What follows belongs to an exercise in optimizing a design on an open flow for small area; a production flow would make more cautious choices. Function was checked by simulation only, so behaviour that the tests miss may differ from the original. Power and IR drop assume default switching activity.

==> flow/design.v, too long to show whole: its modules and the start of the top module <==
// module gf1: 2539 lines
module gf1
	(
	input MCLK,
	input CLK,  
	input IOW,
	input IOR,
	input CS1,  
	input CS2,  
	input DACK1,  
	input DACK2,  
	input RESET,
	output WAIT,
	output DRQ1,
	output DRQ2,
	output IRQ1,
	output IRQ2,
	output IRQ3,
	input DMA_TC,
	input [15:0] DATA_i,
	output [15:0] DATA_o,
	input IO16,
	input [3:0] ADDRESS,
	output BUSA_LOW,
	output BUSA_HIGH,
	input [7:0] DRAM_DATA_i,
	output [7:0] DRAM_DATA_o,
	output reg DRAM_WE,
	output reg DRAM_RAS,
	output [8:0] DRAM_ADDR,
	output DRAM_CAS0,
	output DRAM_CAS1,
	output DRAM_CAS2,
	output DRAM_CAS3,
	output DAC_DATA,
	output reg DAC_CLK,
	output reg DAC_LR,
	output reg DAC_LR2
	);
  // ...
==> flow/run.sh <==
#!/bin/bash
# synth_recipe.tcl (not shown) runs the flow's synth.tcl, then flattens the netlist and writes it again
# the make line also repeats each setting of config.mk as NAME=value (left out here)
make -C /OpenROAD-flow-scripts/flow DESIGN_CONFIG=/design/flow/config.mk WORK_HOME=/design/flow/orfs CLKGATE_MAP_FILE= SYNTH_SCRIPT=/design/flow/synth_recipe.tcl finish
==> flow/config.mk <==
export PLATFORM = sky130hd
export DESIGN_NAME = gf1
export DESIGN_NICKNAME = gf1
export VERILOG_FILES = /design/flow/design.v
export SDC_FILE = /design/flow/constraint.sdc
export NUM_CORES = 8
export LEC_CHECK = 0
export CAP_MARGIN = 20
export CORE_MARGIN = 2
export CORE_UTILIZATION = 45
export SLEW_MARGIN = 20
export SYNTH_MEMORY_MAX_BITS = 16384
==> flow/constraint.sdc <==
create_clock -name core_clock -period 15.0 [get_ports {MCLK}]
set_input_delay 3.0000 -clock core_clock [delete_from_list [all_inputs] [get_ports {MCLK}]]
set_output_delay 3.0000 -clock core_clock [all_outputs]
set_load 0.01 [all_outputs]
==> metrics.cfg, run 1 <==
[finish]
nClkBuffers = 883
seq_cells = 6790
clk_share = 0.0724
fillers = 49348

[clocking]
cts_tree = done

[pwr]
p_leak_nw = 94.3
comb-power_w = 0.00430
top_power_group = sequential cells

[floorplanning]
coreArea_um2 = 598000
rows = 284
io_pins = 90
taps = 8008
die_x_um = 779

[sta]
worst_hold_slack_ps = 373
fmax_ghz = 0.101
fin_tns_setup_ps = 0

[synthesis]
netlist_area_um2 = 271000
synth_flop_cell = edfxtp_1
synthSimpleGateAreaFrac = 0.0861
ys_seq_elements = 6790
synth_xor_area_frac = 0.00696

[place]
dp_hpwl_um = 438000
pre_cts_ws_ps = 4370

[drt]
dr_wl_met2_um = 371000
viasPerCell = 6.04

[grt]
busiest_layer = met2
grt_pass1_vias = 151441

[worst_setup_path]
rr_endpoint = voice_ram[0][130]$_DFFE_PP_
cpMostUsedCell = clkdlybuf4s50_1
rrSetupSlack_ps = 7500
crit_buf_inv = 2

[run_status]
outcome = timing/DRC/antenna clean

==> inputs of run 2 (changes only) <==
--- a/flow/design.v
+++ b/flow/design.v
@@ -56,21 +56,37 @@
 	reg clk4_chc0n;
 	reg voice_ram_update_pipeline;
 	reg voice_ram_update;
 	reg [4:0] chan_sel;
 	reg [15:0] glob_data_bus;
 	wire chan_c0 = chan_cnt[1][0];
 	wire chan_active_match = chan_cmp_l == chan_active_cnt_l;
 	wire chan_irq_match = chan_cmp_l2 == chan_irq_l;
-	reg [147:0] voice_ram[0:31];
-	reg [147:0] ram_right_bus;
-	reg [147:0] ram_left_bus;
+	reg [1:0] vr_rot;
 	reg [147:0] ram_output_latch;
-	reg [147:0] ram_input_latch;
+	reg vr_ones;             
+	reg [4:0] vr_raddr;      
+	reg [4:0] vr_waddr;      
+	reg vr_pend;             
+	reg vr_host;             
+	reg [1:0] cl147, clW, cl41, clR, clU;
+	reg [1:0] pc147, pcW, pc41, pcR, pcU;
+	reg vr_phost;
+	reg [4735:0] vr_ring;    
+	reg [4:0] vr_ca;
+	reg vr_slot;
+	reg vr_commit;
+	integer vr_i;
+	wire [1:0] vr_rpos = vr_raddr[1:0] + vr_rot;
+	wire [147:0] vr_ring_rd = vr_ring[{vr_raddr[4:2], vr_rpos} * 148 +: 148];
+	wire [147:0] vr_we;
+	wire [147:0] vr_wd;
+	wire vr_byp = vr_pend & (vr_waddr == vr_raddr);
+	wire [147:0] ram_right_bus = vr_ones ? {148{1'b1}} : vr_byp ? ((vr_ring_rd & ~vr_we) | (vr_wd & vr_we)) : vr_ring_rd;
 	wire [7:0] wave_params = ram_output_latch[147:140];
 	reg [5:0] wave_params_l1[0:2];
 	reg [2:0] wave_params_l2[0:2];
 	reg wave_roll[0:2];
 	reg wave_end_reach;
 	wire wave_end_cond = wave_end_reach & (wave_params_l1[2][1] | ~wave_roll[2]);
 	wire wave_irq_pend_next = wave_params_l1[2][3] & (wave_params_l1[2][5] | wave_end_reach);
 	wire wave_status_next = wave_params_l1[2][0] | (~wave_params_l1[2][0] & (wave_end_cond & ~wave_params_l1[2][1]));
@@ -1018,214 +1034,23 @@
 			voice_reg_sel <= glob_reg_l2[5:0];
 		voice_ram_update_pipeline = chan_c0 & clk2;
 		w1816 = voice_write_pending[1] & clk4;
 		voice_ram_update = voice_ram_update_pipeline | w1816;
 		w1848 = voice_rw_pending & clk3;
 		voice_ram_read = clk1 | w1848;
 		if (voice_ram_read)
 			ram_addr_l = chan_sel;
-		if (voice_ram_read)
-			ram_right_bus <= voice_ram[ram_addr_l];
-		else if ((clk_sel[4] & ~clk1) | clk_sel[12])
-			ram_right_bus <= ~148'h0;
-		if (voice_ram_update)
-			voice_ram[ram_addr_l] <= ram_left_bus;
 		w1823 = voice_rw_pending & clk3;
 		w1845 = chan_c0 & clk1;
 		w100 = clk4 & voice_write_pending[1];
 		if (w100)
 		begin
 			if (voice_reg_E)
 				chan_active_cnt <= ~glob_data_bus[12:8];
-			else if (voice_reg_0)
-				ram_input_latch[147:140] <= glob_data_bus[15:8];
-			else if (voice_reg_1)
-			begin
-				ram_input_latch[94] <= glob_data_bus[15];
-				ram_input_latch[90] <= glob_data_bus[14];
-				ram_input_latch[86] <= glob_data_bus[13];
-				ram_input_latch[82] <= glob_data_bus[12];
-				ram_input_latch[78] <= glob_data_bus[11];
-				ram_input_latch[74] <= glob_data_bus[10];
-				ram_input_latch[70] <= glob_data_bus[9];
-				ram_input_latch[66] <= glob_data_bus[8];
-				ram_input_latch[62] <= glob_data_bus[7];
-				ram_input_latch[58] <= glob_data_bus[6];
-				ram_input_latch[56] <= glob_data_bus[5];
-				ram_input_latch[54] <= glob_data_bus[4];
-				ram_input_latch[52] <= glob_data_bus[3];
-				ram_input_latch[50] <= glob_data_bus[2];
-				ram_input_latch[48] <= glob_data_bus[1];
-			end
-			else if (voice_reg_2)
-			begin
-				ram_input_latch[138] <= glob_data_bus[12];
-				ram_input_latch[135] <= glob_data_bus[11];
-				ram_input_latch[132] <= glob_data_bus[10];
-				ram_input_latch[129] <= glob_data_bus[9];
-				ram_input_latch[126] <= glob_data_bus[8];
-				ram_input_latch[123] <= glob_data_bus[7];
-				ram_input_latch[120] <= glob_data_bus[6];
-				ram_input_latch[117] <= glob_data_bus[5];
-				ram_input_latch[114] <= glob_data_bus[4];
-				ram_input_latch[111] <= glob_data_bus[3];
-				ram_input_latch[108] <= glob_data_bus[2];
-				ram_input_latch[105] <= glob_data_bus[1];
-				ram_input_latch[102] <= glob_data_bus[0];
-			end
-			else if (voice_reg_3)
-			begin
-				ram_input_latch[99] <= glob_data_bus[15];
-				ram_input_latch[96] <= glob_data_bus[14];
-				ram_input_latch[92] <= glob_data_bus[13];
-				ram_input_latch[88] <= glob_data_bus[12];
-				ram_input_latch[84] <= glob_data_bus[11];
-				ram_input_latch[80] <= glob_data_bus[10];
-				ram_input_latch[76] <= glob_data_bus[9];
-				ram_input_latch[72] <= glob_data_bus[8];
-				ram_input_latch[68] <= glob_data_bus[7];
-				ram_input_latch[64] <= glob_data_bus[6];
-				ram_input_latch[60] <= glob_data_bus[5];
-			end
-			else if (voice_reg_4)
-			begin
-				ram_input_latch[137] <= glob_data_bus[12];
-				ram_input_latch[134] <= glob_data_bus[11];
-				ram_input_latch[131] <= glob_data_bus[10];
-				ram_input_latch[128] <= glob_data_bus[9];
-				ram_input_latch[125] <= glob_data_bus[8];
-				ram_input_latch[122] <= glob_data_bus[7];
-				ram_input_latch[119] <= glob_data_bus[6];
-				ram_input_latch[116] <= glob_data_bus[5];
-				ram_input_latch[113] <= glob_data_bus[4];
-				ram_input_latch[110] <= glob_data_bus[3];
-				ram_input_latch[107] <= glob_data_bus[2];
-				ram_input_latch[104] <= glob_data_bus[1];
-				ram_input_latch[101] <= glob_data_bus[0];
-			end
-			else if (voice_reg_5)
-			begin
-				ram_input_latch[98] <= glob_data_bus[15];
-				ram_input_latch[95] <= glob_data_bus[14];
-				ram_input_latch[91] <= glob_data_bus[13];
-				ram_input_latch[87] <= glob_data_bus[12];
-				ram_input_latch[83] <= glob_data_bus[11];
-				ram_input_latch[79] <= glob_data_bus[10];
-				ram_input_latch[75] <= glob_data_bus[9];
-				ram_input_latch[71] <= glob_data_bus[8];
-				ram_input_latch[67] <= glob_data_bus[7];
-				ram_input_latch[63] <= glob_data_bus[6];
-				ram_input_latch[59] <= glob_data_bus[5];
-			end
-			else if (voice_reg_6)
-			begin
-				ram_input_latch[43] <= glob_data_bus[15];
-				ram_input_latch[42] <= glob_data_bus[14];
-				ram_input_latch[12] <= glob_data_bus[13];
-				ram_input_latch[8] <= glob_data_bus[12];
-				ram_input_latch[6] <= glob_data_bus[11];
-				ram_input_latch[4] <= glob_data_bus[10];
-				ram_input_latch[2] <= glob_data_bus[9];
-				ram_input_latch[0] <= glob_data_bus[8];
-			end
-			else if (voice_reg_7)
-			begin
-				ram_input_latch[32] <= glob_data_bus[15];
-				ram_input_latch[29] <= glob_data_bus[14];
-				ram_input_latch[26] <= glob_data_bus[13];
-				ram_input_latch[23] <= glob_data_bus[12];
-				ram_input_latch[20] <= glob_data_bus[11];
-				ram_input_latch[17] <= glob_data_bus[10];
-				ram_input_latch[14] <= glob_data_bus[9];
-				ram_input_latch[10] <= glob_data_bus[8];
-			end
-			else if (voice_reg_8)
-			begin
-				ram_input_latch[31] <= glob_data_bus[15];
-				ram_input_latch[28] <= glob_data_bus[14];
-				ram_input_latch[25] <= glob_data_bus[13];
-				ram_input_latch[22] <= glob_data_bus[12];
-				ram_input_latch[19] <= glob_data_bus[11];
-				ram_input_latch[16] <= glob_data_bus[10];
-				ram_input_latch[13] <= glob_data_bus[9];
-				ram_input_latch[9] <= glob_data_bus[8];
-			end
-			else if (voice_reg_9)
-			begin
-				ram_input_latch[33] <= glob_data_bus[15];
-				ram_input_latch[30] <= glob_data_bus[14];
-				ram_input_latch[27] <= glob_data_bus[13];
-				ram_input_latch[24] <= glob_data_bus[12];
-				ram_input_latch[21] <= glob_data_bus[11];
-				ram_input_latch[18] <= glob_data_bus[10];
-				ram_input_latch[15] <= glob_data_bus[9];
-				ram_input_latch[11] <= glob_data_bus[8];
-				ram_input_latch[7] <= glob_data_bus[7];
-				ram_input_latch[5] <= glob_data_bus[6];
-				ram_input_latch[3] <= glob_data_bus[5];
-				ram_input_latch[1] <= glob_data_bus[4];
-			end
-			else if (voice_reg_A)
-			begin
-				ram_input_latch[139] <= glob_data_bus[12];
-				ram_input_latch[136] <= glob_data_bus[11];
-				ram_input_latch[133] <= glob_data_bus[10];
-				ram_input_latch[130] <= glob_data_bus[9];
-				ram_input_latch[127] <= glob_data_bus[8];
-				ram_input_latch[124] <= glob_data_bus[7];
-				ram_input_latch[121] <= glob_data_bus[6];
-				ram_input_latch[118] <= glob_data_bus[5];
-				ram_input_latch[115] <= glob_data_bus[4];
-				ram_input_latch[112] <= glob_data_bus[3];
-				ram_input_latch[109] <= glob_data_bus[2];
-				ram_input_latch[106] <= glob_data_bus[1];
-				ram_input_latch[103] <= glob_data_bus[0];
-			end
-			else if (voice_reg_B)
-			begin
-				ram_input_latch[100] <= glob_data_bus[15];
-				ram_input_latch[97] <= glob_data_bus[14];
-				ram_input_latch[93] <= glob_data_bus[13];
-				ram_input_latch[89] <= glob_data_bus[12];
-				ram_input_latch[85] <= glob_data_bus[11];
-				ram_input_latch[81] <= glob_data_bus[10];
-				ram_input_latch[77] <= glob_data_bus[9];
-				ram_input_latch[73] <= glob_data_bus[8];
-				ram_input_latch[69] <= glob_data_bus[7];
-				ram_input_latch[65] <= glob_data_bus[6];
-				ram_input_latch[61] <= glob_data_bus[5];
-				ram_input_latch[57] <= glob_data_bus[4];
-				ram_input_latch[55] <= glob_data_bus[3];
-				ram_input_latch[53] <= glob_data_bus[2];
-				ram_input_latch[51] <= glob_data_bus[1];
-				ram_input_latch[49] <= glob_data_bus[0];
-			end
-			else if (voice_reg_C)
-			begin
-				ram_input_latch[47] <= glob_data_bus[11];
-				ram_input_latch[46] <= glob_data_bus[10];
-				ram_input_latch[45] <= glob_data_bus[9];
-				ram_input_latch[44] <= glob_data_bus[8];
-			end
-			else if (voice_reg_D)
-			begin
-				ram_input_latch[41] <= glob_data_bus[15];
-				ram_input_latch[40] <= glob_data_bus[14];
-				ram_input_latch[39] <= glob_data_bus[13];
-				ram_input_latch[38] <= glob_data_bus[12];
-				ram_input_latch[37] <= glob_data_bus[11];
-				ram_input_latch[36] <= glob_data_bus[10];
-				ram_input_latch[35] <= glob_data_bus[9];
-				ram_input_latch[34] <= glob_data_bus[8];
-			end
-		end
-		else if (w1823 | w1845)
-		begin
-			ram_input_latch <= ~ram_right_bus; 
 		end
 		w1885 = ~chan_c0 & clk1;
 		if (w1885)
 			ram_output_latch <= ram_right_bus;
 		w134 = chan_c0 & clk2;
 		if (clk4)
 		begin
 			if (chan_c0)
@@ -1242,234 +1067,56 @@
 				wave_is_stopped_l[1] <= wave_is_stopped_l[0];
 				wave_is_stopped_l[3] <= wave_is_stopped_l[2];
 				ramp_is_stopped_l[1] <= ramp_is_stopped_l[0];
 				ramp_is_stopped_l[3] <= ramp_is_stopped_l[2];
 			end
 		end
 		w1863 = (chan_c0 & ~wave_is_stopped_l[4]) & clk2;
 		w1982 = (chan_c0 & ~ramp_is_stopped_l[4]) & clk2;
-		if (w134)
-		begin
-			ram_left_bus[147] <= wave_params_l2[2][2] & ~wave_irq_clear_l5;
-			ram_left_bus[41] <= ramp_params_l2[2][2] & ~ramp_irq_clear_l5;
-		end
-		if (w1863)
-		begin
-			ram_left_bus[146] <= wave_params_l2[2][1];
-			ram_left_bus[140] <= wave_params_l2[2][0];
-			ram_left_bus[139] <= wave_next_l[5][28];
-			ram_left_bus[136] <= wave_next_l[5][27];
-			ram_left_bus[133] <= wave_next_l[5][26];
-			ram_left_bus[130] <= wave_next_l[5][25];
-			ram_left_bus[127] <= wave_next_l[5][24];
-			ram_left_bus[124] <= wave_next_l[5][23];
-			ram_left_bus[121] <= wave_next_l[5][22];
-			ram_left_bus[118] <= wave_next_l[5][21];
-			ram_left_bus[115] <= wave_next_l[5][20];
-			ram_left_bus[112] <= wave_next_l[5][19];
-			ram_left_bus[109] <= wave_next_l[5][18];
-			ram_left_bus[106] <= wave_next_l[5][17];
-			ram_left_bus[103] <= wave_next_l[5][16];
-			ram_left_bus[100] <= wave_next_l[5][15];
-			ram_left_bus[97] <= wave_next_l[5][14];
-			ram_left_bus[93] <= wave_next_l[5][13];
-			ram_left_bus[89] <= wave_next_l[5][12];
-			ram_left_bus[85] <= wave_next_l[5][11];
-			ram_left_bus[81] <= wave_next_l[5][10];
-			ram_left_bus[77] <= wave_next_l[5][9];
-			ram_left_bus[73] <= wave_next_l[5][8];
-			ram_left_bus[69] <= wave_next_l[5][7];
-			ram_left_bus[65] <= wave_next_l[5][6];
-			ram_left_bus[61] <= wave_next_l[5][5];
-			ram_left_bus[57] <= wave_next_l[5][4];
-			ram_left_bus[55] <= wave_next_l[5][3];
-			ram_left_bus[53] <= wave_next_l[5][2];
-			ram_left_bus[51] <= wave_next_l[5][1];
-			ram_left_bus[49] <= wave_next_l[5][0];
-		end
-		if (w1982)
-		begin
-			ram_left_bus[40] <= ramp_params_l2[2][1];
-			ram_left_bus[34] <= ramp_params_l2[2][0];
-			ram_left_bus[33] <= ramp_next_l[5][11];
-			ram_left_bus[30] <= ramp_next_l[5][10];
-			ram_left_bus[27] <= ramp_next_l[5][9];
-			ram_left_bus[24] <= ramp_next_l[5][8];
-			ram_left_bus[21] <= ramp_next_l[5][7];
-			ram_left_bus[18] <= ramp_next_l[5][6];
-			ram_left_bus[15] <= ramp_next_l[5][5];
-			ram_left_bus[11] <= ramp_next_l[5][4];
-			ram_left_bus[7] <= ramp_next_l[5][3];
-			ram_left_bus[5] <= ramp_next_l[5][2];
-			ram_left_bus[3] <= ramp_next_l[5][1];
-			ram_left_bus[1] <= ramp_next_l[5][0];
-		end
 		w1800 = ram_strobe & w134;
 		w1801 = ram_strobe & (w100 | (w134 & ~w1863));
 		w1944 = ram_strobe & (w100 | (w134 & ~w1982));
-		if (w1800 | w1801)
+		if (w134) begin cl147 <= 2'd1; cl41 <= 2'd1; end
+		if (w1863) clW <= 2'd1;
+		if (w1982) clR <= 2'd1;
+		if (w1800 | w1801) clU <= 2'd2;
+		if (w1801) begin cl147 <= 2'd2; clW <= 2'd2; end
+		if (w1944) begin cl41 <= 2'd2; clR <= 2'd2; end
+		if (clk_sel[8] | clk_sel[16]) begin cl147 <= 2'd0; clW <= 2'd0; cl41 <= 2'd0; clR <= 2'd0; clU <= 2'd0; end
+		if (w100) vr_host <= 1'b1;
+		else if (w134) vr_host <= 1'b0;
+		if (voice_ram_read)
 		begin
-			ram_left_bus[145] <= ~ram_input_latch[145];
-			ram_left_bus[144] <= ~ram_input_latch[144];
-			ram_left_bus[143] <= ~ram_input_latch[143];
-			ram_left_bus[142] <= ~ram_input_latch[142];
-			ram_left_bus[141] <= ~ram_input_latch[141];
-			ram_left_bus[138] <= ~ram_input_latch[138];
-			ram_left_bus[137] <= ~ram_input_latch[137];
-			ram_left_bus[135] <= ~ram_input_latch[135];
-			ram_left_bus[134] <= ~ram_input_latch[134];
-			ram_left_bus[132] <= ~ram_input_latch[132];
-			ram_left_bus[131] <= ~ram_input_latch[131];
-			ram_left_bus[129] <= ~ram_input_latch[129];
-			ram_left_bus[128] <= ~ram_input_latch[128];
-			ram_left_bus[126] <= ~ram_input_latch[126];
-			ram_left_bus[125] <= ~ram_input_latch[125];
-			ram_left_bus[123] <= ~ram_input_latch[123];
-			ram_left_bus[122] <= ~ram_input_latch[122];
-			ram_left_bus[120] <= ~ram_input_latch[120];
-			ram_left_bus[119] <= ~ram_input_latch[119];
-			ram_left_bus[117] <= ~ram_input_latch[117];
-			ram_left_bus[116] <= ~ram_input_latch[116];
-			ram_left_bus[114] <= ~ram_input_latch[114];
-			ram_left_bus[113] <= ~ram_input_latch[113];
-			ram_left_bus[111] <= ~ram_input_latch[111];
-			ram_left_bus[110] <= ~ram_input_latch[110];
-			ram_left_bus[108] <= ~ram_input_latch[108];
-			ram_left_bus[107] <= ~ram_input_latch[107];
-			ram_left_bus[105] <= ~ram_input_latch[105];
-			ram_left_bus[104] <= ~ram_input_latch[104];
-			ram_left_bus[102] <= ~ram_input_latch[102];
-			ram_left_bus[101] <= ~ram_input_latch[101];
-			ram_left_bus[99] <= ~ram_input_latch[99];
-			ram_left_bus[98] <= ~ram_input_latch[98];
-			ram_left_bus[96] <= ~ram_input_latch[96];
-			ram_left_bus[95] <= ~ram_input_latch[95];
-			ram_left_bus[94] <= ~ram_input_latch[94];
-			ram_left_bus[92] <= ~ram_input_latch[92];
-			ram_left_bus[91] <= ~ram_input_latch[91];
-			ram_left_bus[90] <= ~ram_input_latch[90];
-			ram_left_bus[88] <= ~ram_input_latch[88];
-			ram_left_bus[87] <= ~ram_input_latch[87];
-			ram_left_bus[86] <= ~ram_input_latch[86];
-			ram_left_bus[84] <= ~ram_input_latch[84];
-			ram_left_bus[83] <= ~ram_input_latch[83];
-			ram_left_bus[82] <= ~ram_input_latch[82];
-			ram_left_bus[80] <= ~ram_input_latch[80];
-			ram_left_bus[79] <= ~ram_input_latch[79];
-			ram_left_bus[78] <= ~ram_input_latch[78];
-			ram_left_bus[76] <= ~ram_input_latch[76];
-			ram_left_bus[75] <= ~ram_input_latch[75];
-			ram_left_bus[74] <= ~ram_input_latch[74];
-			ram_left_bus[72] <= ~ram_input_latch[72];
-			ram_left_bus[71] <= ~ram_input_latch[71];
-			ram_left_bus[70] <= ~ram_input_latch[70];
-			ram_left_bus[68] <= ~ram_input_latch[68];
-			ram_left_bus[67] <= ~ram_input_latch[67];
-			ram_left_bus[66] <= ~ram_input_latch[66];
-			ram_left_bus[64] <= ~ram_input_latch[64];
-			ram_left_bus[63] <= ~ram_input_latch[63];
-			ram_left_bus[62] <= ~ram_input_latch[62];
-			ram_left_bus[60] <= ~ram_input_latch[60];
-			ram_left_bus[59] <= ~ram_input_latch[59];
-			ram_left_bus[58] <= ~ram_input_latch[58];
-			ram_left_bus[56] <= ~ram_input_latch[56];
-			ram_left_bus[54] <= ~ram_input_latch[54];
-			ram_left_bus[52] <= ~ram_input_latch[52];
-			ram_left_bus[50] <= ~ram_input_latch[50];
-			ram_left_bus[48] <= ~ram_input_latch[48];
-			ram_left_bus[47] <= ~ram_input_latch[47];
-			ram_left_bus[46] <= ~ram_input_latch[46];
-			ram_left_bus[45] <= ~ram_input_latch[45];
-			ram_left_bus[44] <= ~ram_input_latch[44];
-			ram_left_bus[43] <= ~ram_input_latch[43];
-			ram_left_bus[42] <= ~ram_input_latch[42];
-			ram_left_bus[39] <= ~ram_input_latch[39];
-			ram_left_bus[38] <= ~ram_input_latch[38];
-			ram_left_bus[37] <= ~ram_input_latch[37];
-			ram_left_bus[36] <= ~ram_input_latch[36];
-			ram_left_bus[35] <= ~ram_input_latch[35];
-			ram_left_bus[32] <= ~ram_input_latch[32];
-			ram_left_bus[31] <= ~ram_input_latch[31];
-			ram_left_bus[29] <= ~ram_input_latch[29];
-			ram_left_bus[28] <= ~ram_input_latch[28];
-			ram_left_bus[26] <= ~ram_input_latch[26];
-			ram_left_bus[25] <= ~ram_input_latch[25];
-			ram_left_bus[23] <= ~ram_input_latch[23];
-			ram_left_bus[22] <= ~ram_input_latch[22];
-			ram_left_bus[20] <= ~ram_input_latch[20];
-			ram_left_bus[19] <= ~ram_input_latch[19];
-			ram_left_bus[17] <= ~ram_input_latch[17];
-			ram_left_bus[16] <= ~ram_input_latch[16];
-			ram_left_bus[14] <= ~ram_input_latch[14];
-			ram_left_bus[13] <= ~ram_input_latch[13];
-			ram_left_bus[12] <= ~ram_input_latch[12];
-			ram_left_bus[10] <= ~ram_input_latch[10];
-			ram_left_bus[9] <= ~ram_input_latch[9];
-			ram_left_bus[8] <= ~ram_input_latch[8];
-			ram_left_bus[6] <= ~ram_input_latch[6];
-			ram_left_bus[4] <= ~ram_input_latch[4];
-			ram_left_bus[2] <= ~ram_input_latch[2];
-			ram_left_bus[0] <= ~ram_input_latch[0];
-		end
-		if (w1801)
-		begin
-			ram_left_bus[147] <= ~ram_input_latch[147];
-			ram_left_bus[146] <= ~ram_input_latch[146];
-			ram_left_bus[140] <= ~ram_input_latch[140];
-			ram_left_bus[139] <= ~ram_input_latch[139];
-			ram_left_bus[136] <= ~ram_input_latch[136];
-			ram_left_bus[133] <= ~ram_input_latch[133];
-			ram_left_bus[130] <= ~ram_input_latch[130];
-			ram_left_bus[127] <= ~ram_input_latch[127];
-			ram_left_bus[124] <= ~ram_input_latch[124];
-			ram_left_bus[121] <= ~ram_input_latch[121];
-			ram_left_bus[118] <= ~ram_input_latch[118];
-			ram_left_bus[115] <= ~ram_input_latch[115];
-			ram_left_bus[112] <= ~ram_input_latch[112];
-			ram_left_bus[109] <= ~ram_input_latch[109];
-			ram_left_bus[106] <= ~ram_input_latch[106];
-			ram_left_bus[103] <= ~ram_input_latch[103];
-			ram_left_bus[100] <= ~ram_input_latch[100];
-			ram_left_bus[97] <= ~ram_input_latch[97];
-			ram_left_bus[93] <= ~ram_input_latch[93];
-			ram_left_bus[89] <= ~ram_input_latch[89];
-			ram_left_bus[85] <= ~ram_input_latch[85];
-			ram_left_bus[81] <= ~ram_input_latch[81];
-			ram_left_bus[77] <= ~ram_input_latch[77];
-			ram_left_bus[73] <= ~ram_input_latch[73];
-			ram_left_bus[69] <= ~ram_input_latch[69];
-			ram_left_bus[65] <= ~ram_input_latch[65];
-			ram_left_bus[61] <= ~ram_input_latch[61];
-			ram_left_bus[57] <= ~ram_input_latch[57];
-			ram_left_bus[55] <= ~ram_input_latch[55];
-			ram_left_bus[53] <= ~ram_input_latch[53];
-			ram_left_bus[51] <= ~ram_input_latch[51];
-			ram_left_bus[49] <= ~ram_input_latch[49];
-		end
-		if (w1944)
-		begin
-			ram_left_bus[41] <= ~ram_input_latch[41];
-			ram_left_bus[40] <= ~ram_input_latch[40];
-			ram_left_bus[34] <= ~ram_input_latch[34];
-			ram_left_bus[33] <= ~ram_input_latch[33];
-			ram_left_bus[30] <= ~ram_input_latch[30];
-			ram_left_bus[27] <= ~ram_input_latch[27];
-			ram_left_bus[24] <= ~ram_input_latch[24];
-			ram_left_bus[21] <= ~ram_input_latch[21];
-			ram_left_bus[18] <= ~ram_input_latch[18];
-			ram_left_bus[15] <= ~ram_input_latch[15];
-			ram_left_bus[11] <= ~ram_input_latch[11];
-			ram_left_bus[7] <= ~ram_input_latch[7];
-			ram_left_bus[5] <= ~ram_input_latch[5];
-			ram_left_bus[3] <= ~ram_input_latch[3];
-			ram_left_bus[1] <= ~ram_input_latch[1];
+			vr_ones <= 1'b0;
+			vr_raddr <= chan_sel;
+		end
+		else if ((clk_sel[4] & ~clk1) | clk_sel[12])
+			vr_ones <= 1'b1;
+		vr_ca = vr_waddr;
+		vr_slot = (vr_ca[1:0] + vr_rot) == 2'd3;
+		vr_commit = vr_pend & ~voice_ram_update & vr_slot;
+		vr_rot <= vr_rot + 2'd1;
+		if (voice_ram_update)
+		begin
+			vr_waddr <= ram_addr_l;
+			pc147 <= cl147; pcW <= clW; pc41 <= cl41; pcR <= clR; pcU <= clU;
+			vr_phost <= vr_host;
+		end
+		vr_pend <= voice_ram_update | (vr_pend & ~vr_commit);
+		for (vr_i = 0; vr_i < 8; vr_i = vr_i + 1)
+		begin
+			vr_ring[(vr_i*4+1)*148 +: 148] <= vr_ring[(vr_i*4+0)*148 +: 148];
+			vr_ring[(vr_i*4+2)*148 +: 148] <= vr_ring[(vr_i*4+1)*148 +: 148];
+			vr_ring[(vr_i*4+3)*148 +: 148] <= vr_ring[(vr_i*4+2)*148 +: 148];
+			if (vr_commit & (vr_ca[4:2] == vr_i))
+				vr_ring[(vr_i*4)*148 +: 148] <= (vr_ring[(vr_i*4+3)*148 +: 148] & ~vr_we) | (vr_wd & vr_we);
+			else
+				vr_ring[(vr_i*4)*148 +: 148] <= vr_ring[(vr_i*4+3)*148 +: 148];
 		end
-		if (clk_sel[8] | clk_sel[16])
-			ram_left_bus <= 148'h0;
 		if (clk3)
 		begin
 			wave_params_l1[0] <= { wave_params[7], wave_params[6], wave_params[5], wave_params[4], wave_params[3], wave_params[0] };
 			wave_roll[0] <= ramp_params[2];
 		end
 		if (clk1)
 		begin
 			wave_params_l1[1] <= wave_params_l1[0];
@@ -1583,17 +1230,18 @@
 			wave_next_l[0] <= wave_sum[28:0];
 			wave_next_l[2] <= wave_next_l[1];
 			wave_next_l[4] <= wave_next_l[3];
 		end
 		if (clk3)
 		begin
 			wave_next_l[1] <= wave_next_l[0];
 			wave_next_l[3] <= wave_next_l[2];
-			wave_next_l[5] <= wave_next_l[4];
+			if (~chan_c0_l)
+				wave_next_l[5] <= wave_next_l[4];
 		end
 		if (clk3)
 		begin
 			wave_addr_l[0] <= wave_sum[28:0];
 			wave_addr_l[2] <= wave_addr_l[1];
 		end
 		if (clk1 & chan_c0)
 			wave_addr_l[1] <= wave_addr_l[0];
@@ -1712,17 +1360,18 @@
 			ramp_next_l[0] <= ramp_sum[11:0];
 			ramp_next_l[2] <= ramp_next_l[1];
 			ramp_next_l[4] <= ramp_next_l[3];
 		end
 		if (clk3)
 		begin
 			ramp_next_l[1] <= ramp_next_l[0];
 			ramp_next_l[3] <= ramp_next_l[2];
-			ramp_next_l[5] <= ramp_next_l[4];
+			if (~chan_c0_l)
+				ramp_next_l[5] <= ramp_next_l[4];
 		end
 		if (clk3)
 		begin
 			ramp_addr_l[0] <= ramp_sum[11:0];
 			ramp_addr_l[2] <= ramp_addr_l[1];
 		end
 		if (clk1 & chan_c0)
 			ramp_addr_l[1] <= ramp_addr_l[0];
@@ -2531,9 +2180,32 @@
 			DAC_LR <= 1'h1;
 		if (~dac_enable | (w2020 & ~w2003))
 			DAC_LR <= 1'h0;
 		if ((w2020 | w2021) & ~w2003)
 			DAC_LR2 <= 1'h1;
 		if (~dac_enable | ((w2055 | w2040) & ~w2003))
 			DAC_LR2 <= 1'h0;
 	end
+	wire [147:0] vr_hd = {~glob_data_bus[15], ~glob_data_bus[14], ~glob_data_bus[13], ~glob_data_bus[12], ~glob_data_bus[11], ~glob_data_bus[10], ~glob_data_bus[9], ~glob_data_bus[8], ~glob_data_bus[12], ~glob_data_bus[12], ~glob_data_bus[12], ~glob_data_bus[11], ~glob_data_bus[11], ~glob_data_bus[11], ~glob_data_bus[10], ~glob_data_bus[10], ~glob_data_bus[10], ~glob_data_bus[9], ~glob_data_bus[9], ~glob_data_bus[9], ~glob_data_bus[8], ~glob_data_bus[8], ~glob_data_bus[8], ~glob_data_bus[7], ~glob_data_bus[7], ~glob_data_bus[7], ~glob_data_bus[6], ~glob_data_bus[6], ~glob_data_bus[6], ~glob_data_bus[5], ~glob_data_bus[5], ~glob_data_bus[5], ~glob_data_bus[4], ~glob_data_bus[4], ~glob_data_bus[4], ~glob_data_bus[3], ~glob_data_bus[3], ~glob_data_bus[3], ~glob_data_bus[2], ~glob_data_bus[2], ~glob_data_bus[2], ~glob_data_bus[1], ~glob_data_bus[1], ~glob_data_bus[1], ~glob_data_bus[0], ~glob_data_bus[0], ~glob_data_bus[0], ~glob_data_bus[15], ~glob_data_bus[15], ~glob_data_bus[15], ~glob_data_bus[14], ~glob_data_bus[14], ~glob_data_bus[14], ~glob_data_bus[15], ~glob_data_bus[13], ~glob_data_bus[13], ~glob_data_bus[13], ~glob_data_bus[14], ~glob_data_bus[12], ~glob_data_bus[12], ~glob_data_bus[12], ~glob_data_bus[13], ~glob_data_bus[11], ~glob_data_bus[11], ~glob_data_bus[11], ~glob_data_bus[12], ~glob_data_bus[10], ~glob_data_bus[10], ~glob_data_bus[10], ~glob_data_bus[11], ~glob_data_bus[9], ~glob_data_bus[9], ~glob_data_bus[9], ~glob_data_bus[10], ~glob_data_bus[8], ~glob_data_bus[8], ~glob_data_bus[8], ~glob_data_bus[9], ~glob_data_bus[7], ~glob_data_bus[7], ~glob_data_bus[7], ~glob_data_bus[8], ~glob_data_bus[6], ~glob_data_bus[6], ~glob_data_bus[6], ~glob_data_bus[7], ~glob_data_bus[5], ~glob_data_bus[5], ~glob_data_bus[5], ~glob_data_bus[6], ~glob_data_bus[4], ~glob_data_bus[5], ~glob_data_bus[3], ~glob_data_bus[4], ~glob_data_bus[2], ~glob_data_bus[3], ~glob_data_bus[1], ~glob_data_bus[2], ~glob_data_bus[0], ~glob_data_bus[1], ~glob_data_bus[11], ~glob_data_bus[10], ~glob_data_bus[9], ~glob_data_bus[8], ~glob_data_bus[15], ~glob_data_bus[14], ~glob_data_bus[15], ~glob_data_bus[14], ~glob_data_bus[13], ~glob_data_bus[12], ~glob_data_bus[11], ~glob_data_bus[10], ~glob_data_bus[9], ~glob_data_bus[8], ~glob_data_bus[15], ~glob_data_bus[15], ~glob_data_bus[15], ~glob_data_bus[14], ~glob_data_bus[14], ~glob_data_bus[14], ~glob_data_bus[13], ~glob_data_bus[13], ~glob_data_bus[13], ~glob_data_bus[12], ~glob_data_bus[12], ~glob_data_bus[12], ~glob_data_bus[11], ~glob_data_bus[11], ~glob_data_bus[11], ~glob_data_bus[10], ~glob_data_bus[10], ~glob_data_bus[10], ~glob_data_bus[9], ~glob_data_bus[9], ~glob_data_bus[9], ~glob_data_bus[13], ~glob_data_bus[8], ~glob_data_bus[8], ~glob_data_bus[8], ~glob_data_bus[12], ~glob_data_bus[7], ~glob_data_bus[11], ~glob_data_bus[6], ~glob_data_bus[10], ~glob_data_bus[5], ~glob_data_bus[9], ~glob_data_bus[4], ~glob_data_bus[8]};
+	wire [147:0] vr_hf = ~vr_phost | voice_reg_E ? 148'h0 :
+		voice_reg_0 ? 148'hff00000000000000000000000000000000000 :
+		voice_reg_1 ? 148'h0000000000000444444444555000000000000 :
+		voice_reg_2 ? 148'h0049249249240000000000000000000000000 :
+		voice_reg_3 ? 148'h0000000000009111111111000000000000000 :
+		voice_reg_4 ? 148'h0024924924920000000000000000000000000 :
+		voice_reg_5 ? 148'h0000000000004888888888800000000000000 :
+		voice_reg_6 ? 148'h00000000000000000000000000c0000001155 :
+		voice_reg_7 ? 148'h0000000000000000000000000000124924400 :
+		voice_reg_8 ? 148'h0000000000000000000000000000092492200 :
+		voice_reg_9 ? 148'h00000000000000000000000000002492488aa :
+		voice_reg_A ? 148'h0092492492480000000000000000000000000 :
+		voice_reg_B ? 148'h00000000000122222222222aa000000000000 :
+		voice_reg_C ? 148'h0000000000000000000000000f00000000000 :
+		voice_reg_D ? 148'h000000000000000000000000003fc00000000 :
+		148'h0;
+	wire [147:0] vr_nd = {wave_params_l2[2][2] & ~wave_irq_clear_l5, wave_params_l2[2][1], 1'b0, 1'b0, 1'b0, 1'b0, 1'b0, wave_params_l2[2][0], wave_next_l[5][28], 1'b0, 1'b0, wave_next_l[5][27], 1'b0, 1'b0, wave_next_l[5][26], 1'b0, 1'b0, wave_next_l[5][25], 1'b0, 1'b0, wave_next_l[5][24], 1'b0, 1'b0, wave_next_l[5][23], 1'b0, 1'b0, wave_next_l[5][22], 1'b0, 1'b0, wave_next_l[5][21], 1'b0, 1'b0, wave_next_l[5][20], 1'b0, 1'b0, wave_next_l[5][19], 1'b0, 1'b0, wave_next_l[5][18], 1'b0, 1'b0, wave_next_l[5][17], 1'b0, 1'b0, wave_next_l[5][16], 1'b0, 1'b0, wave_next_l[5][15], 1'b0, 1'b0, wave_next_l[5][14], 1'b0, 1'b0, 1'b0, wave_next_l[5][13], 1'b0, 1'b0, 1'b0, wave_next_l[5][12], 1'b0, 1'b0, 1'b0, wave_next_l[5][11], 1'b0, 1'b0, 1'b0, wave_next_l[5][10], 1'b0, 1'b0, 1'b0, wave_next_l[5][9], 1'b0, 1'b0, 1'b0, wave_next_l[5][8], 1'b0, 1'b0, 1'b0, wave_next_l[5][7], 1'b0, 1'b0, 1'b0, wave_next_l[5][6], 1'b0, 1'b0, 1'b0, wave_next_l[5][5], 1'b0, 1'b0, 1'b0, wave_next_l[5][4], 1'b0, wave_next_l[5][3], 1'b0, wave_next_l[5][2], 1'b0, wave_next_l[5][1], 1'b0, wave_next_l[5][0], 1'b0, 1'b0, 1'b0, 1'b0, 1'b0, 1'b0, 1'b0, ramp_params_l2[2][2] & ~ramp_irq_clear_l5, ramp_params_l2[2][1], 1'b0, 1'b0, 1'b0, 1'b0, 1'b0, ramp_params_l2[2][0], ramp_next_l[5][11], 1'b0, 1'b0, ramp_next_l[5][10], 1'b0, 1'b0, ramp_next_l[5][9], 1'b0, 1'b0, ramp_next_l[5][8], 1'b0, 1'b0, ramp_next_l[5][7], 1'b0, 1'b0, ramp_next_l[5][6], 1'b0, 1'b0, ramp_next_l[5][5], 1'b0, 1'b0, 1'b0, ramp_next_l[5][4], 1'b0, 1'b0, 1'b0, ramp_next_l[5][3], 1'b0, ramp_next_l[5][2], 1'b0, ramp_next_l[5][1], 1'b0, ramp_next_l[5][0], 1'b0};
+	wire [147:0] vr_mz = (pc147 == 2'd0 ? 148'h8000000000000000000000000000000000000 : 148'h0) | (pcW == 2'd0 ? 148'h41924924924922222222222aa000000000000 : 148'h0) | (pc41 == 2'd0 ? 148'h0000000000000000000000000020000000000 : 148'h0) | (pcR == 2'd0 ? 148'h00000000000000000000000000106492488aa : 148'h0) | (pcU == 2'd0 ? 148'h3e6db6db6db6ddddddddddd55fcf9b6db7755 : 148'h0);
+	wire [147:0] vr_mn = (pc147 == 2'd1 ? 148'h8000000000000000000000000000000000000 : 148'h0) | (pcW == 2'd1 ? 148'h41924924924922222222222aa000000000000 : 148'h0) | (pc41 == 2'd1 ? 148'h0000000000000000000000000020000000000 : 148'h0) | (pcR == 2'd1 ? 148'h00000000000000000000000000106492488aa : 148'h0) | (pcU == 2'd1 ? 148'h3e6db6db6db6ddddddddddd55fcf9b6db7755 : 148'h0);
+	wire [147:0] vr_mo = (pc147 == 2'd2 ? 148'h8000000000000000000000000000000000000 : 148'h0) | (pcW == 2'd2 ? 148'h41924924924922222222222aa000000000000 : 148'h0) | (pc41 == 2'd2 ? 148'h0000000000000000000000000020000000000 : 148'h0) | (pcR == 2'd2 ? 148'h00000000000000000000000000106492488aa : 148'h0) | (pcU == 2'd2 ? 148'h3e6db6db6db6ddddddddddd55fcf9b6db7755 : 148'h0);
+	assign vr_we = vr_mz | vr_mn | (vr_mo & vr_hf);
+	assign vr_wd = (vr_mn & vr_nd) | (vr_mo & vr_hf & vr_hd);
 endmodule
==> metrics.cfg, run 2 <==
[sta]
finalClockSkew_ps = 97.4  ; was 70.7 ps
rsz0062_at_grt = no  ; unchanged
worst_pin_slew_ps = 1330  ; was 1300 ps
fin_tns_setup_ps = 0  ; unchanged
setup_ws_ps = 5780  ; was 5130 ps
fin_crit_sh = 0.615  ; was 0.658
hold_viol = 0  ; unchanged
slew_headroom = 0.112  ; was 0.135
setup_viol = 0  ; unchanged
min_period_ps = 9220  ; was 9870 ps
slew_violations = 0  ; unchanged
fmax_ghz = 0.108  ; was 0.101 GHz

[pwr]
p_total_w = 0.0368  ; was 0.0420 W
max-vdd-ir-drop_mv = 0.119  ; was 0.144 mV
cellPowerDensity_nw_per_um2 = 146  ; was 138 nW/µm²
p_leak_nw = 91.6  ; was 94.3 nW

[finish]
final_cell_mix = dfxtp_1, nand2_1, edfxtp_1  ; was edfxtp_1, nand2_1, nand3_1
largest_reg_flops = 4736  ; unchanged
reg_top3 = vr_ring x4736, wave_next_l x174, ram_output_latch x148  ; was voice_ram x4736, wave_next_l x174
final_cells = 24639  ; was 26426
drive_above_1_share = 0.152  ; was 0.130
num-nets-final = 17900  ; was 18136
final_common_cell = dfxtp_1  ; was edfxtp_1
area.growth.synth_to_final_pct = 13.3  ; was 12.3%
top_register = vr_ring  ; was voice_ram
fin_util = 0.511  ; was 0.508

[drt]
drc_errors = 0  ; unchanged
routedWlPerCell_um = 27.8  ; was 30.1 µm
detail-route-antenna-nets = 0  ; unchanged
dr.pass1.iters = 9  ; was 8
vias = 144857  ; was 159605
viasPerCell = 5.88  ; was 6.04
drtIter0Drc = 17071  ; was 22023
drt-total-wl_um = 685000  ; was 796000 µm

[grt]
grt_overflow = 0  ; unchanged
antenna_found_initial = 56  ; was 41
grt_usage = 0.267  ; was 0.255
grt_pass1_wl_um = 987000  ; was 1130000 µm
grt_start_max_net_pins = 156  ; was 168
grt_pass1_vias = 139396  ; was 151441

[synthesis]
synth.area.top_cells = dfxtp_1, edfxtp_1, mux4_2  ; was edfxtp_1, mux4_2, nand2_1
ys_types = 110  ; was 105
yosysMostFrequentCell = dfxtp_1  ; was edfxtp_1
ys_async_sr_fraction = 0  ; unchanged
ys_warn_count = 42  ; unchanged
synth_edf_count = 1295  ; was 6307
syn_inst = 17530  ; was 17678
synth_flop_cell = dfxtp_1  ; was edfxtp_1
synth_top_area_cell = dfxtp_1  ; was edfxtp_1
avgSynthCellArea_um2 = 12.7  ; was 15.3 µm²
ys_seq_elements = 6380  ; was 6790
synth_top_area_frac = 0.458  ; was 0.700
netlist_area_um2 = 222000  ; was 271000 µm²
yosys-top-cells-count = dfxtp_1, nand2_1, edfxtp_1  ; was edfxtp_1, nand2_1, nand3_1
synth-seq-area-share = 0.633  ; was 0.736

[floorplanning]
die_h_um = 707  ; was 779 µm
io_pins = 90  ; unchanged
rows = 258  ; was 284
coreArea_um2 = 493000  ; was 598000 µm²
die_x_um = 707  ; was 779 µm
die_area_um2 = 499000  ; was 607000 µm²
initial_core_util = 0.451  ; was 0.452

[hold_path]
min_path_type = reg2reg  ; unchanged

[clocking]
holdBufCountCts = 0  ; unchanged
htreeDepth = 6  ; unchanged
cts.repair.resized = 0  ; unchanged
clk_path_buf_depth = 4  ; unchanged
cts_tree = done  ; unchanged
cts_sinks = 6380  ; was 6790
cts_setup_buffers = 0  ; unchanged
root_buffer = clkbuf_16  ; unchanged
clk_latency_ps = 1130  ; was 1160 ps
cts_buffers = 633  ; was 673
clk_pin_slew_ps = 60  ; about the same

[worst_setup_path]
worstSetupPathType = in2out  ; unchanged
crit_required_ps = 12000  ; about the same
cp-end-kind = output port  ; unchanged
worstPathMaxFanout = 12  ; unchanged
worstPathArrival_ps = 6220  ; was 6870 ps
critPathLaunchType = input port  ; unchanged

[place]
pre_cts_ws_ps = 5600  ; was 4370 ps
dp_hpwl_um = 445000  ; was 438000 µm
placed_cells = 23447  ; was 25151
numPortBuffers = 87  ; unchanged
gp_congestion = 0.986  ; was 0.893

[job]
max_cap_violations = 0  ; unchanged

[run_status]
outcome = timing/DRC/antenna clean  ; unchanged

run 2: changes by cell type after synthesis, sizes merged, moves of 462 or more:
cell	previous run	this run
nand3	971	507
a22o	22	484
mux4	536	999
edfxtp	6307	1295
dfxtp	483	5085
o21ai	345	1144
run 2: worst paths after layout:
check / start / to / slack (ps) / cells after the start
setup / recovery: DACK1 / WAIT / 5780 / 7
setup reg to reg: vr_raddr[4]$_DFFE_PN_ / glob_data_bus[11]$_SDFFE_PP1P_ / 7910 / 18
hold / removal: vr_ring[284]$_DFF_P_ / vr_ring[432]$_DFF_P_ / 280 / 0
hold reg to reg: vr_ring[284]$_DFF_P_ / vr_ring[432]$_DFF_P_ / 280 / 0
run 2: metal layers:
metal  global-route usage  share of wire
met1                0.367           0.41
met2                0.403           0.44
met3               0.0587          0.095
met4                0.123          0.053
met5                    0        0.00023
run 2: cell type report:
type,count,area [µm²]
diodes,34,85.1
clock buffers,929,18500
clock inverters,225,3020
fillers,42034,241000
inverters,256,1010
multi-input cells,9832,76100
flip-flops and latches,6380,141000
well taps,6500,8130
repair buffers,483,4080
run 2: cell families after synthesis:
group / Yosys count / synth area share
AO/OA/AOI/OAI: 3025 / 0.0896
multiplexers: 1672 / 0.133
adder cells (fa/ha/maj): 275 / 0.0196
other: 1 / 0.0000169
buffers and inverters: 1319 / 0.0265
flip-flops: 6380 / 0.633
XOR/XNOR: 226 / 0.00905
AND/OR/NAND/NOR: 4632 / 0.0892
run 2: power breakdown:
part / internal (W) / leakage, nW / switching [W]
registers: 0.0178 / 53.0 / 0.000198
clock network: 0.00934 / 10.6 / 0.00691
logic: 0.000966 / 28.1 / 0.00152
run 2: through the flow:
stage	cell area, µm²	hold slack, ps
global placement	230000	327
detailed placement	230000	330
global route	252000	300
finish	252000	276
floorplan	222000	323
CTS	251000	290
run 2: worst max-delay path, stage by stage:
cell             delay [ps]
clkdlybuf4s50_1         590
nor2_1                  360
nand3_1                 560
a211oi_1                610
nand2_1                 160
o211ai_1                340
clkdlybuf4s50_1         610

afterwards: timing with drivers on the ports:
No port has a modelled driver above. Below, the same layouts with a new extraction and two added sets of constraints. Step 1, drivers: a clkbuf_16 drives MCLK and a buf_2 each remaining input, both assumed. Step 2 adds t to the input delays and takes it off the output delays; t is the mean of the earliest and latest rising clock arrival at the registers after step 1. Input paths then give back, and output paths get back, about the clock's delay inside the block. Three values: ideal, step 1, step 2; two values: the first two.
| run | t, ns | setup slack, ns | worst data-port slew with drivers (ns) |
|---|---|---|---|
| run 1 | 1.254 | 5.135 / 5.111 / 4.247 | 0.04 |
| run 2 | 1.198 | 5.779 / 5.751 / 5.300 | 0.04 |
After both steps setup and hold are still met in every run listed. For run 1, which loses most, drivers alone change the setup slack by -0.024 ns; drivers and shift together by -0.888 ns.
